What follows belongs to an exercise in optimizing a design on an open flow for small area and a short achievable clock period; a production flow would make more cautious choices. RTL that was checked went through simulation tests only; none was proved equivalent to the original.

## fir_retimed
module fir_retimed #(
    parameter N_TAPS = 4,
    parameter DATA_WIDTH = 18,
    parameter COEFF_WIDTH = 18
) (
    input clk,
    input reset_n,
    input ena,
    input signed [DATA_WIDTH-1:0] data_in,
    output signed [(DATA_WIDTH + COEFF_WIDTH + 2)-1:0] data_out
);
Size in the first run: roughly 1300 cells after synthesis, ~59 I/O pins, about 9600 sq um of cells after synthesis.
==> module fir_retimed, before the edit <==
module fir_retimed #(
    parameter N_TAPS = 4,
    parameter DATA_WIDTH = 18,
    parameter COEFF_WIDTH = 18
) (
    input clk,
    input reset_n,
    input ena,
    input signed [DATA_WIDTH-1:0] data_in,
    output signed [(DATA_WIDTH + COEFF_WIDTH + 2)-1:0] data_out
);
    localparam KIND = 5;
    reg signed [17:0] x0, x1;
    reg signed [18:0] u;
    reg signed [20:0] s2;
    reg signed [21:0] s1;
    reg signed [21:0] s;
    reg signed [23:0] z;
    wire [18:0] u_next;
    wire [20:0] s2_next;
    wire [21:0] s1_next;
    wire [21:0] s_next;
    wire [23:0] z_next;
    pfx_add #(.W(19), .KIND(KIND)) add_u (
        .a({x0[17], x0}), .b({x1[17], x1}), .ci(1'b0), .s(u_next));
    pfx_add #(.W(21), .KIND(KIND)) add_s2 (
        .a({u, 2'b00}), .b(~{{3{x1[17]}}, x1}), .ci(1'b1), .s(s2_next));
    pfx_add #(.W(21), .KIND(KIND)) add_s1 (
        .a({s2[20], s2[20:1]}), .b({{3{x1[17]}}, x1}), .ci(1'b0), .s(s1_next[21:1]));
    assign s1_next[0] = s2[0];
    pfx_add #(.W(22), .KIND(KIND)) add_s (
        .a(s1), .b({{4{x1[17]}}, x1}), .ci(1'b0), .s(s_next));
    pfx_add #(.W(22), .KIND(KIND)) add_z (
        .a({s[21], s[21], s[21:2]}), .b(s), .ci(1'b0), .s(z_next[23:2]));
    assign z_next[1:0] = s[1:0];
    always @(posedge clk or negedge reset_n) begin
        if (!reset_n) begin
            x0 <= 18'd0;
            x1 <= 18'd0;
            u  <= 19'd0;
            s2 <= 21'd0;
            s1 <= 22'd0;
            s  <= 22'd0;
            z  <= 24'd0;
        end else if (ena) begin
            x0 <= data_in;
            x1 <= x0;
            u  <= u_next;
            s2 <= s2_next;
            s1 <= s1_next;
            s  <= s_next;
            z  <= z_next;
        end
    end
    assign data_out = {{13{z[23]}}, z, 1'b0};
endmodule
export LEC_CHECK = 0
export ABC_AREA = 1
export CAP_MARGIN = 0
export CORE_MARGIN = 2
export CORE_UTILIZATION = 40
export CTS_BUF_LIST = sky130_fd_sc_hd__clkbuf_8
export SETUP_SLACK_MARGIN = 2.4
export SLEW_MARGIN = 0
create_clock -name core_clock -period 4.5 [get_ports {clk}]
standard.sh (not shown) runs the stock make flow with config.mk's settings and CLKGATE_MAP_FILE= SYNTH_SCRIPT=/design/flow/synth_recipe.tcl, a recipe that flattens the netlist after the stock synthesis.
==> flow/flow/run.sh <==
#!/bin/bash
# The standard layout, with plain buffers (not delay cells) on the ports and
# a clock tree with fewer, more loaded sink buffers and no dummy loads.
set -euo pipefail
bash standard.sh \
  BUFFER_PORTS_ARGS="-buffer_cell sky130_fd_sc_hd__buf_1" \
  CTS_ARGS="-sink_clustering_enable -repair_clock_nets -buf_list sky130_fd_sc_hd__clkbuf_8 -dont_use_dummy_load" \
  finish > make_finish.log 2>&1
Rerun with:
--- a/flow/design.v
+++ b/flow/design.v
@@ -17,4 +17,5 @@
     reg signed [21:0] s;
     reg signed [23:0] z;
+    reg zs;
     wire [18:0] u_next;
     wire [20:0] s2_next;
@@ -43,4 +44,5 @@
             s  <= 22'd0;
             z  <= 24'd0;
+            zs <= 1'b0;
         end else if (ena) begin
             x0 <= data_in;
@@ -51,7 +53,8 @@
             s  <= s_next;
             z  <= z_next;
+            zs <= s[21];
         end
     end
-    assign data_out = {{13{z[23]}}, z, 1'b0};
+    assign data_out = {{7{zs}}, {6{z[23]}}, z, 1'b0};
 endmodule
 module pfx_add #(parameter W = 22, parameter KIND = 0) (
Routed wire length increases slightly.
Final area went up slightly.
Sequential cell count climbs by 1.
First-iteration DRC count rose by roughly a tenth.
Register-to-register slack stays flat.
Final cell count barely changes.
Fmax grows slightly.
Non-clock buffer count went up by 3.
Only the layout flow was run in the second run of this note; the RTL was not checked for function there.

---

== before ==
The RTL this note starts from:
==> flow/design.v <==
module fir_retimed #(
    parameter N_TAPS = 4,
    parameter DATA_WIDTH = 18,
    parameter COEFF_WIDTH = 18
) (
    input clk,
    input reset_n,
    input ena,
    input signed [DATA_WIDTH-1:0] data_in,
    output signed [(DATA_WIDTH + COEFF_WIDTH + 2)-1:0] data_out
);
    reg signed [17:0] x0, x1, x2, x3;
    reg signed [23:0] q;
    reg signed [23:0] p;
    reg signed [23:0] z;
    wire signed [23:0] b = x2;
    wire signed [23:0] d = x3;
    wire signed [23:0] q_next = (b <<< 4) - b + (d <<< 4) + (d <<< 2);
    wire signed [23:0] p_next = q + (b <<< 3) + (b <<< 1);
    wire signed [23:0] z_next = p + (b <<< 2) + b;
    always @(posedge clk or negedge reset_n) begin
        if (!reset_n) begin
            x0 <= 18'd0;
            x1 <= 18'd0;
            x2 <= 18'd0;
            x3 <= 18'd0;
            q  <= 24'd0;
            p  <= 24'd0;
            z  <= 24'd0;
        end else if (ena) begin
            x0 <= data_in;
            x1 <= x0;
            x2 <= x1;
            x3 <= x2;
            q  <= q_next;
            p  <= p_next;
            z  <= z_next;
        end
    end
    assign data_out = {{13{z[23]}}, z, 1'b0};
endmodule
make LEC_CHECK=0 CAP_MARGIN=20 CORE_MARGIN=2 CORE_UTILIZATION=40 SLEW_MARGIN=20 finish   # period 4.5 ns
run.sh (not shown) runs the stock make flow with config.mk's settings and CLKGATE_MAP_FILE= SYNTH_SCRIPT=/design/flow/synth_recipe.tcl, a recipe that flattens the netlist after the stock synthesis.
Stock flow here: none of the scripts above is used.
## Diff of input files: after against before
==> flow/design.v <==
module fir_retimed #(
    parameter N_TAPS = 4,
    parameter DATA_WIDTH = 18,
    parameter COEFF_WIDTH = 18
) (
    input clk,
    input reset_n,
    input ena,
    input signed [DATA_WIDTH-1:0] data_in,
    output signed [(DATA_WIDTH + COEFF_WIDTH + 2)-1:0] data_out
);
    reg signed [17:0] x0, x1;
    reg signed [18:0] u;
    reg signed [20:0] s2;
    reg signed [21:0] s1;
    reg signed [21:0] s;
    reg signed [23:0] z;
    wire signed [18:0] u_next  = {x0[17], x0} + {x1[17], x1};
    wire signed [20:0] s2_next = {u, 2'b00} - {{3{x1[17]}}, x1};
    wire signed [21:0] s1_next = {s2[20], s2} + {{3{x1[17]}}, x1, 1'b0};
    wire signed [21:0] s_next  = s1 + {{4{x1[17]}}, x1};
    wire signed [23:0] z_next  = {{2{s[21]}}, s} + {s, 2'b00};
    always @(posedge clk or negedge reset_n) begin
        if (!reset_n) begin
            x0 <= 18'd0;
            x1 <= 18'd0;
            u  <= 19'd0;
            s2 <= 21'd0;
            s1 <= 22'd0;
            s  <= 22'd0;
            z  <= 24'd0;
        end else if (ena) begin
            x0 <= data_in;
            x1 <= x0;
            u  <= u_next;
            s2 <= s2_next;
            s1 <= s1_next;
            s  <= s_next;
            z  <= z_next;
        end
    end
    assign data_out = {{13{z[23]}}, z, 1'b0};
endmodule
==> run notes <==
[after] setup slack rose 1.05 ns relative to before. Layout overhead on the synthesized area, after and before: smaller value in after. [compare] base=before new=after: layout sequential cell count has increased, total routing usage reported by global routing has increased, first-pass GRT wire length has increased. Compare after and before | post-synthesis instance area lower: before. Re clock network contribution to total cell area: after is 0.28 points down on before. Final critical-path share of the clock period was lower in after than in before. Compared with before, after shows a higher area taken by flip-flops and latches.
No functional check of the RTL was part of any run of this note.

---

## the previous run
RTL: one of the versions met above, not the one the previous note started from.
Size: roughly 1300 cells after synthesis, roughly 140 flip-flops, about 59 I/O pins.
==> module pfx_add, before the edit <==
module pfx_add #(parameter W = 22, parameter KIND = 0) (
    input  [W-1:0] a,
    input  [W-1:0] b,
    input          ci,
    output [W-1:0] s
);
    reg [W-1:0] g, p, p0, gp2, pp2;
    integer i, l, j;
    always @* begin
        p0 = a ^ b;
        g  = a & b;
        p  = p0;
        g[0] = g[0] | (p[0] & ci);
        if (KIND == 0) begin
            for (l = 1; (1 << l) <= 2*W; l = l + 1)
                for (j = (1 << l) - 1; j < W; j = j + (1 << l)) begin
                    g[j] = g[j] | (p[j] & g[j - (1 << (l-1))]);
                    p[j] = p[j] & p[j - (1 << (l-1))];
                end
            for (l = 12; l > 0; l = l - 1)
                for (j = (1 << l) + (1 << (l-1)) - 1; j < W; j = j + (1 << l)) begin
                    g[j] = g[j] | (p[j] & g[j - (1 << (l-1))]);
                    p[j] = p[j] & p[j - (1 << (l-1))];
                end
        end else if (KIND == 1) begin
            for (l = 0; (1 << l) < W; l = l + 1)
                for (i = W - 1; i >= 0; i = i - 1)
                    if ((i >> l) & 1) begin
                        j = ((i >> l) << l) - 1;
                        g[i] = g[i] | (p[i] & g[j]);
                        p[i] = p[i] & p[j];
                    end
        end else if (KIND == 4 || KIND == 5) begin
            gp2 = g; pp2 = p;
            for (i = 2; i < W; i = i + 2) begin
                gp2[i] = g[i] | (p[i] & g[i-1]);
                pp2[i] = p[i] & p[i-1];
            end
            for (l = 0; (1 << l) < W; l = l + 1)
                for (i = W - 1; i >= 0; i = i - 1)
                    if ((i >> l) & 1) begin
                        j = ((i >> l) << l) - 1;
                        if (KIND == 5 && i == 1) begin
                            g[1] = g[1] | ((p[1] & a[0]) & b[0]) | ((p[1] & p0[0]) & ci);
                            p[1] = p[1] & p[0];
                        end else if (j == i - 1 && j > 0 && ((i >> (l+1)) == 0)) begin
                            g[i] = gp2[i] | (pp2[i] & g[i-2]);
                            p[i] = pp2[i] & p[i-2];
                        end else begin
                            g[i] = g[i] | (p[i] & g[j]);
                            p[i] = p[i] & p[j];
                        end
                    end
        end else if (KIND == 2) begin
            for (l = 0; (1 << l) < W; l = l + 1)
                for (i = W - 1; i >= (1 << l); i = i - 1) begin
                    g[i] = g[i] | (p[i] & g[i - (1 << l)]);
                    p[i] = p[i] & p[i - (1 << l)];
                end
        end else begin
            for (i = 1; i < W; i = i + 1)
                g[i] = g[i] | (p[i] & g[i-1]);
        end
    end
    assign s = p0 ^ {g[W-2:0], ci};
endmodule
export LEC_CHECK = 0
export ABC_AREA = 1
export CAP_MARGIN = 0
export CORE_MARGIN = 2
export CORE_UTILIZATION = 40
export CTS_BUF_LIST = sky130_fd_sc_hd__clkbuf_8
export SETUP_SLACK_MARGIN = 2.4
export SLEW_MARGIN = 0
create_clock -name core_clock -period 4.5 [get_ports {clk}]
standard.sh (not shown) runs the stock make flow with config.mk's settings and CLKGATE_MAP_FILE= SYNTH_SCRIPT=/design/flow/synth_recipe.tcl, a recipe that flattens the netlist after the stock synthesis.
==> flow/flow/run.sh <==
#!/bin/bash
# The standard layout, with plain buffers (not delay cells) on the ports.
set -euo pipefail
bash standard.sh BUFFER_PORTS_ARGS="-buffer_cell sky130_fd_sc_hd__buf_1" finish > make_finish.log 2>&1
Changes in the current run relative to the previous run:
--- a/flow/design.v
+++ b/flow/design.v
@@ -8,9 +8,9 @@
     input ena,
     input signed [DATA_WIDTH-1:0] data_in,
     output signed [(DATA_WIDTH + COEFF_WIDTH + 2)-1:0] data_out
 );
-    localparam KIND = 5;
+    localparam KIND = 4;
     reg signed [17:0] x0, x1;
     reg signed [18:0] u;
     reg signed [20:0] s2;
     reg signed [21:0] s1;
@@ -85,9 +85,9 @@
                         j = ((i >> l) << l) - 1;
                         g[i] = g[i] | (p[i] & g[j]);
                         p[i] = p[i] & p[j];
                     end
-        end else if (KIND == 4 || KIND == 5) begin
+        end else if (KIND == 4) begin
             gp2 = g; pp2 = p;
             for (i = 2; i < W; i = i + 2) begin
                 gp2[i] = g[i] | (p[i] & g[i-1]);
                 pp2[i] = p[i] & p[i-1];
@@ -95,12 +95,9 @@
             for (l = 0; (1 << l) < W; l = l + 1)
                 for (i = W - 1; i >= 0; i = i - 1)
                     if ((i >> l) & 1) begin
                         j = ((i >> l) << l) - 1;
-                        if (KIND == 5 && i == 1) begin
-                            g[1] = g[1] | ((p[1] & a[0]) & b[0]) | ((p[1] & p0[0]) & ci);
-                            p[1] = p[1] & p[0];
-                        end else if (j == i - 1 && j > 0 && ((i >> (l+1)) == 0)) begin
+                        if (j == i - 1 && j > 0 && ((i >> (l+1)) == 0)) begin
                             g[i] = gp2[i] | (pp2[i] & g[i-2]);
                             p[i] = pp2[i] & p[i-2];
                         end else begin
                             g[i] = g[i] | (p[i] & g[j]);
## What came out
Relative max-transition margin (higher): the previous run. Summary: worst slack after detailed placement, the current run better than the previous run. Compared with the previous run, the current run shows fraction of area in multi-input gates higher by 1.9 points. Higher routability congestion estimate from global placement goes to the current run over the previous run. The current run vs the previous run — share of post-route cells with drive strength above 1 rose 2.1 points. The current run ends up with a non-clock buffer count that is 2 higher than in the previous run. The current run: part of the cycle the worst path needs is 0.29 points higher than what the previous run reported. Fraction of met2 tracks used by global routing in the current run is 1.5 points above the previous run. [compare] base=the previous run new=the current run: final cell area excluding filler cells +3.6%; maximum number of pins on one net before global-route repair -about 15%. Sort the previous run and the current run by XOR/XNOR share of the synthesized area desc -> top: the previous run. | setup fix buffers added after clock tree synthesis | the current run vs the previous run | 3 higher |. Area of the die up 2.1% in the current run wrt the previous run.
Only the layout flow was run in the current run; the RTL was not checked for function there.

---

== main ==
Another version of the RTL of fir_retimed (not shown whole).
Size: ~130 flip-flops, roughly 59 I/O pins.
==> module fir_retimed, before the edit <==
module fir_retimed #(
    parameter N_TAPS = 4,
    parameter DATA_WIDTH = 18,
    parameter COEFF_WIDTH = 18
) (
    input clk,
    input reset_n,
    input ena,
    input signed [DATA_WIDTH-1:0] data_in,
    output signed [(DATA_WIDTH + COEFF_WIDTH + 2)-1:0] data_out
);
    reg signed [17:0] x0, x1, x2, x3, x4, x5;
    reg signed [23:0] z;
    wire signed [23:0] a = x2;
    wire signed [23:0] b = x3;
    wire signed [23:0] c = x4;
    wire signed [23:0] d = x5;
    wire signed [23:0] z_next = (a <<< 2) + a + (b <<< 3) + (b <<< 1)
                              + (c <<< 4) - c + (d <<< 4) + (d <<< 2);
    always @(posedge clk or negedge reset_n) begin
        if (!reset_n) begin
            x0 <= 18'd0;
            x1 <= 18'd0;
            x2 <= 18'd0;
            x3 <= 18'd0;
            x4 <= 18'd0;
            x5 <= 18'd0;
            z  <= 24'd0;
        end else if (ena) begin
            x0 <= data_in;
            x1 <= x0;
            x2 <= x1;
            x3 <= x2;
            x4 <= x3;
            x5 <= x4;
            z  <= z_next;
        end
    end
    assign data_out = {{13{z[23]}}, z, 1'b0};
endmodule
make LEC_CHECK=0 CAP_MARGIN=20 CORE_MARGIN=2 CORE_UTILIZATION=40 SLEW_MARGIN=20 finish   # period 4.5 ns
run.sh (not shown) runs the stock make flow with config.mk's settings and CLKGATE_MAP_FILE= SYNTH_SCRIPT=/design/flow/synth_recipe.tcl, a recipe that flattens the netlist after the stock synthesis.
Stock flow here: none of the scripts above is used.
diff inputs: main => the feature branch
==> flow/design.v <==
module fir_retimed #(
    parameter N_TAPS = 4,
    parameter DATA_WIDTH = 18,
    parameter COEFF_WIDTH = 18
) (
    input clk,
    input reset_n,
    input ena,
    input signed [DATA_WIDTH-1:0] data_in,
    output signed [(DATA_WIDTH + COEFF_WIDTH + 2)-1:0] data_out
);
    reg signed [17:0] x0, x1, x2;
    reg signed [19:0] t;
    reg signed [20:0] s2;
    reg signed [21:0] s1;
    reg signed [21:0] s;
    reg signed [23:0] z;
    wire signed [19:0] t_next  = {{2{x0[17]}}, x0} + {x0[17], x0, 1'b0};
    wire signed [20:0] s2_next = {t[19], t} + {{1{x2[17]}}, x2, 2'b00};
    wire signed [21:0] s1_next = {s2[20], s2} + {{3{x1[17]}}, x1, 1'b0};
    wire signed [21:0] s_next  = s1 + {{4{x1[17]}}, x1};
    wire signed [23:0] z_next  = {{2{s[21]}}, s} + {s, 2'b00};
    always @(posedge clk or negedge reset_n) begin
        if (!reset_n) begin
            x0 <= 18'd0;
            x1 <= 18'd0;
            x2 <= 18'd0;
            t  <= 20'd0;
            s2 <= 21'd0;
            s1 <= 22'd0;
            s  <= 22'd0;
            z  <= 24'd0;
        end else if (ena) begin
            x0 <= data_in;
            x1 <= x0;
            x2 <= x1;
            t  <= t_next;
            s2 <= s2_next;
            s1 <= s1_next;
            s  <= s_next;
            z  <= z_next;
        end
    end
    assign data_out = {{13{z[23]}}, z, 1'b0};
endmodule
[summary]
- The more densely filled core belongs to main, not the feature branch.
- A most frequent standard cell in the layout excluding fill and tap cells of inv_1 is what main shows, while dfrtp_1 belongs to the feature branch.
- Between main and the feature branch, hold slack increased.
- Going from main to the feature branch, post-synthesis cell area grows by about 25%.
- On the feature branch: flip-flop and latch count after synthesis is 21% higher than what main gave.
- Setup slack delta for the feature branch relative to main: 1.51 ns higher
- The global-route usage of the feature branch exceeds that of main by 0.70 points.
No functional check of the RTL was part of any run of this note.

-- port drivers added, routing unchanged --
The flow's constraints put no driver on any port. The routed layouts listed below were extracted and timed again, unchanged, in two steps. Step 1 sets driving cells, clkbuf_16 on the clock port and buf_2 on the other inputs (assumed; they add their load-dependent delay and slew). Step 2 adds t to the input delays and takes it off the output delays; t is the mean of the earliest and latest rising clock arrival at the registers after step 1. Input paths then give back, and output paths get back, about the clock's delay inside the block. Slacks: ideal / step 1 / step 2; pairs: ideal / step 1.
run	t, ns	setup WS [ns]	worst setup path at the end
the first run of note 1	0.472	2.464 / 2.428 / 2.148	input to register
the second run of note 1	0.473	2.494 / 2.490 / 2.040	input to register
before	0.460	0.626 / 0.626 / 0.626	register to register
after	0.470	1.676 / 1.676 / 1.676	register to register
the previous run	0.480	2.464 / 2.427 / 2.145	input to register
the current run	0.485	2.451 / 2.414 / 2.204	input to register
main	0.460	0.141 / 0.141 / 0.141	register to register
the feature branch	0.471	1.651 / 1.651 / 1.485	input to register
After both steps setup and hold are still met in every run listed. The setup slack of the second run of note 1, which loses most, moves by -0.004 ns with the drivers and by -0.454 ns with both steps.
